This is an optimization exercise on Yosys and OpenROAD, whose aim is small area, a short achievable clock period and few clock cycles, not a production implementation. Only simulation tests tie the RTL to the original design; equivalence was not proved.

the baseline:
==> flow/design.v (excerpt) <==
module DT(
	input 			clk,
	input			reset,
	output	reg		done ,
	output	reg		sti_rd ,
	output	reg 	[9:0]	sti_addr ,
	input		[15:0]	sti_di,
	output	reg		res_wr ,
	output	reg		res_rd ,
	output	reg 	[13:0]	res_addr ,
	output		[7:0]	res_do,
	input		[7:0]	res_di,
	output  reg fwpass_finish
	);
For scale: about 820 cells after synthesis, about 64 flip-flops, roughly 63 I/O pins, roughly 6700 um2 of cells after synthesis.
export LEC_CHECK = 0
export CAP_MARGIN = 20
export CORE_MARGIN = 2
export CORE_UTILIZATION = 40
export SETUP_SLACK_MARGIN = 2.0
export SLEW_MARGIN = 20
create_clock -name core_clock -period 5.0 [get_ports {clk}]
run.sh (not shown) runs the stock make flow with config.mk's settings and CLKGATE_MAP_FILE= SYNTH_SCRIPT=/design/flow/synth_recipe.tcl, a recipe that flattens the netlist after the stock synthesis.
Testbench counts of the baseline, summed over its fixed seeds: cycles 583,583.
Inputs modified between the baseline and the candidate:
--- a/flow/design.v
+++ b/flow/design.v
@@ -32,25 +32,20 @@
 wire [6:0] acol = res_addr[6:0];
 wire [3:0] apos = res_addr[3:0];
 wire [5:0] di = res_di[5:0];
 wire       c_fr = far < rdo;
 wire       c_mr = mid < rdo;
 wire       c_mf = mid < far;
-wire       sel_r = !c_fr && !c_mr;
-wire       sel_f = !sel_r && !c_mf;
-wire [5:0] mk = sel_r ? rdo : (sel_f ? far : mid);        
-wire [5:0] rdo1 = (&rdo) ? rdo : rdo + 6'd1;
-wire [5:0] far1 = (&far) ? far : far + 6'd1;
-wire [5:0] mid1 = (&mid) ? mid : mid + 6'd1;
-wire [5:0] mk1 = sel_r ? rdo1 : (sel_f ? far1 : mid1);
+wire [5:0] mk = (!c_fr && !c_mr) ? rdo : (!c_mf ? far : mid);    
+wire [5:0] mk1 = (&mk) ? mk : mk + 6'd1;
 wire [5:0] di1 = di + 6'd1;                              
 wire       flt = di < rdo;
-wire       fgt = rdo < di;
 wire       dlt = flt && (di < far) && (di < mid);
 wire [5:0] m1 = dlt ? di1 : mk1;
 wire       mz = (mk == 6'd0) || (di == 6'd0);
+wire       feq = di == rdo;
 wire       zks = (vm && mid == 6'd0) || (vn && near == 6'd0);
 wire [1:0] s0 = !vm ? 2'd0 : !vn ? 2'd1 : 2'd2;
 wire [6:0] rowp1 = arow + 7'd1;
 wire [6:0] rowm1 = arow - 7'd1;
 wire [6:0] colp1 = acol + 7'd1;
 wire [6:0] colp2 = acol + 7'd2;
@@ -67,43 +62,32 @@
 wire objn = inter_n && rb[apos];
 wire [15:0] bits;
 generate for (gi = 0; gi < 16; gi = gi + 1) begin : g_bits
 	assign bits[gi] = sti_di[15-gi];
 end endgenerate
 wire [15:0] meff = bits & {bits[14:0], 1'b1};
+reg [15:0] below;
 integer k;
-reg [15:0] below;
 always @(*) begin
 	for (k = 0; k < 16; k = k + 1) below[k] = fresh || (k < apos);
 end
 wire [15:0] cand = meff & below;
-wire [7:0] a1, m1t; wire [7:0] i1;
-wire [3:0] a2, m2; wire [7:0] i2;
-wire [1:0] a3, m3; wire [5:0] i3;
-generate for (gi = 0; gi < 8; gi = gi + 1) begin : g_t1
-	assign a1[gi] = cand[2*gi+1] | cand[2*gi];
-	assign m1t[gi] = cand[2*gi+1] & cand[2*gi];
-	assign i1[gi] = cand[2*gi+1];
-end endgenerate
-generate for (gi = 0; gi < 4; gi = gi + 1) begin : g_t2
-	assign a2[gi] = a1[2*gi+1] | a1[2*gi];
-	assign m2[gi] = m1t[2*gi+1] | m1t[2*gi] | (a1[2*gi+1] & a1[2*gi]);
-	assign i2[2*gi+1] = a1[2*gi+1];
-	assign i2[2*gi] = a1[2*gi+1] ? i1[2*gi+1] : i1[2*gi];
-end endgenerate
-generate for (gi = 0; gi < 2; gi = gi + 1) begin : g_t3
-	assign a3[gi] = a2[2*gi+1] | a2[2*gi];
-	assign m3[gi] = m2[2*gi+1] | m2[2*gi] | (a2[2*gi+1] & a2[2*gi]);
-	assign i3[3*gi+2] = a2[2*gi+1];
-	assign i3[3*gi+1:3*gi] = a2[2*gi+1] ? i2[4*gi+3:4*gi+2] : i2[4*gi+1:4*gi];
-end endgenerate
-wire any = a3[1] | a3[0];
-wire more = m3[1] | m3[0] | (a3[1] & a3[0]);
-wire [3:0] nx = a3[1] ? {1'b1, i3[5:3]} : {1'b0, i3[2:0]};
-wire [15:0] msh = {meff[14:0], 1'b0};
-wire adj = procd && (fresh ? (apos == 4'd0 && meff[15]) : msh[apos]);
+reg [3:0] nx;
+always @(*) begin
+	nx = 4'd0;
+	for (k = 0; k < 16; k = k + 1) if (cand[k]) nx = k[3:0];
+end
+wire any = |cand;
+reg [15:0] pre;
+always @(*) begin
+	pre[0] = 1'b0;
+	for (k = 1; k < 16; k = k + 1) pre[k] = pre[k-1] | cand[k-1];
+end
+wire more = |(cand & pre);
+wire [3:0] aposm1 = apos - 4'd1;
+wire adj = procd && (fresh ? (apos == 4'd0 && meff[15]) : (apos != 4'd0 && meff[aposm1]));
 reg [2:0] n_op; reg n_bwd; reg [1:0] n_slot;
 reg [5:0] n_far, n_mid, n_near; reg n_vf, n_vm, n_vn;
 reg [5:0] n_rdo; reg n_pred, n_fresh, n_procd;
 reg [13:0] n_addr; reg n_rd, n_wr, n_srd; reg [9:0] n_saddr; reg n_done, n_fw;
 reg [2:0] np_op; reg [1:0] np_slot;
 reg np_vf, np_vm, np_sh, np_fresh, np_procd, np_one;
@@ -127,13 +111,13 @@
 	end else if (sti_addr == 10'd8) begin
 		np_op = OP_DONE; np_done = 1'b1; np_fresh = fresh; np_procd = procd;
 	end else begin
 		np_srd = 1'b1;
 	end
 end
-wire fix = (op == OP_F) && (res_wr ? flt : fgt);
+wire fix = (op == OP_F) && (res_wr ? flt : !(flt || feq));
 wire [5:0] rval = (op == OP_F && flt) ? di : rdo;
 always @(*) begin
 	n_op = op; n_bwd = bwd; n_slot = slot;
 	n_far = far; n_mid = mid; n_near = near; n_vf = vf; n_vm = vm; n_vn = vn;
 	n_rdo = rdo; n_pred = pred; n_fresh = fresh; n_procd = procd;
 	n_addr = res_addr; n_rd = 1'b0; n_wr = 1'b0; n_srd = 1'b0; n_saddr = sti_addr;
## What came out
Hold slack ended up 0.026 ns lower on the candidate than on the baseline.
In the reports for the candidate and the baseline, the smaller depth of the most critical reg-to-reg path belongs to the baseline.
The end of the critical path comes out sti_addr[0] in one run and rdo[1] in the other, namely in the baseline and the candidate respectively.
Going from the baseline to the candidate, first-iteration DRC count grew by more than 10%.
The baseline → the candidate: cell area after layout increased 2.7%; count of clock buffers in the final design increased 2.
Compared the candidate vs the baseline, and critical path depth is up in the candidate.
Number of I/O pins: the candidate vs the baseline identical
The highest attainable clock frequency of the candidate was inferior to that of the baseline.
The run with more setup slack is the baseline; the candidate has less.
Looking at filler cell count, the candidate sits 8.1% below the baseline.
Core util | the candidate vs the baseline | the candidate higher
Testbench counts of the candidate, summed over its fixed seeds: cycles 583,583.

-- port drivers added, routing unchanged --
In the flow no input, the clock included, has a driving cell. The finished layouts below were timed again as built, in two steps.
Step 1, drivers: a clkbuf_16 drives clk and a buf_2 each remaining input, both assumed.
Step 2 also shifts input and output timing later by t, the mid clock arrival at the registers, as if the neighbouring blocks saw the same clock.
Slacks: no drivers / after step 1 / after step 2; pairs: no drivers / after step 1.
run | t (ns) | setup WS [ns] | worst setup path after step 2 | worst register clock-pin slew, ns | cell pins on the clock port's net
the baseline | 0.375 | 1.953 / 1.948 / 1.573 | input to register | 0.06 / 0.06 | 1
the candidate | 0.378 | 1.519 / 1.519 / 1.456 | input to register | 0.06 / 0.06 | 1
After both steps every run listed still meets setup and hold. The setup slack of the baseline, which loses most, moves by -0.005 ns with the drivers and by -0.380 ns with both steps.
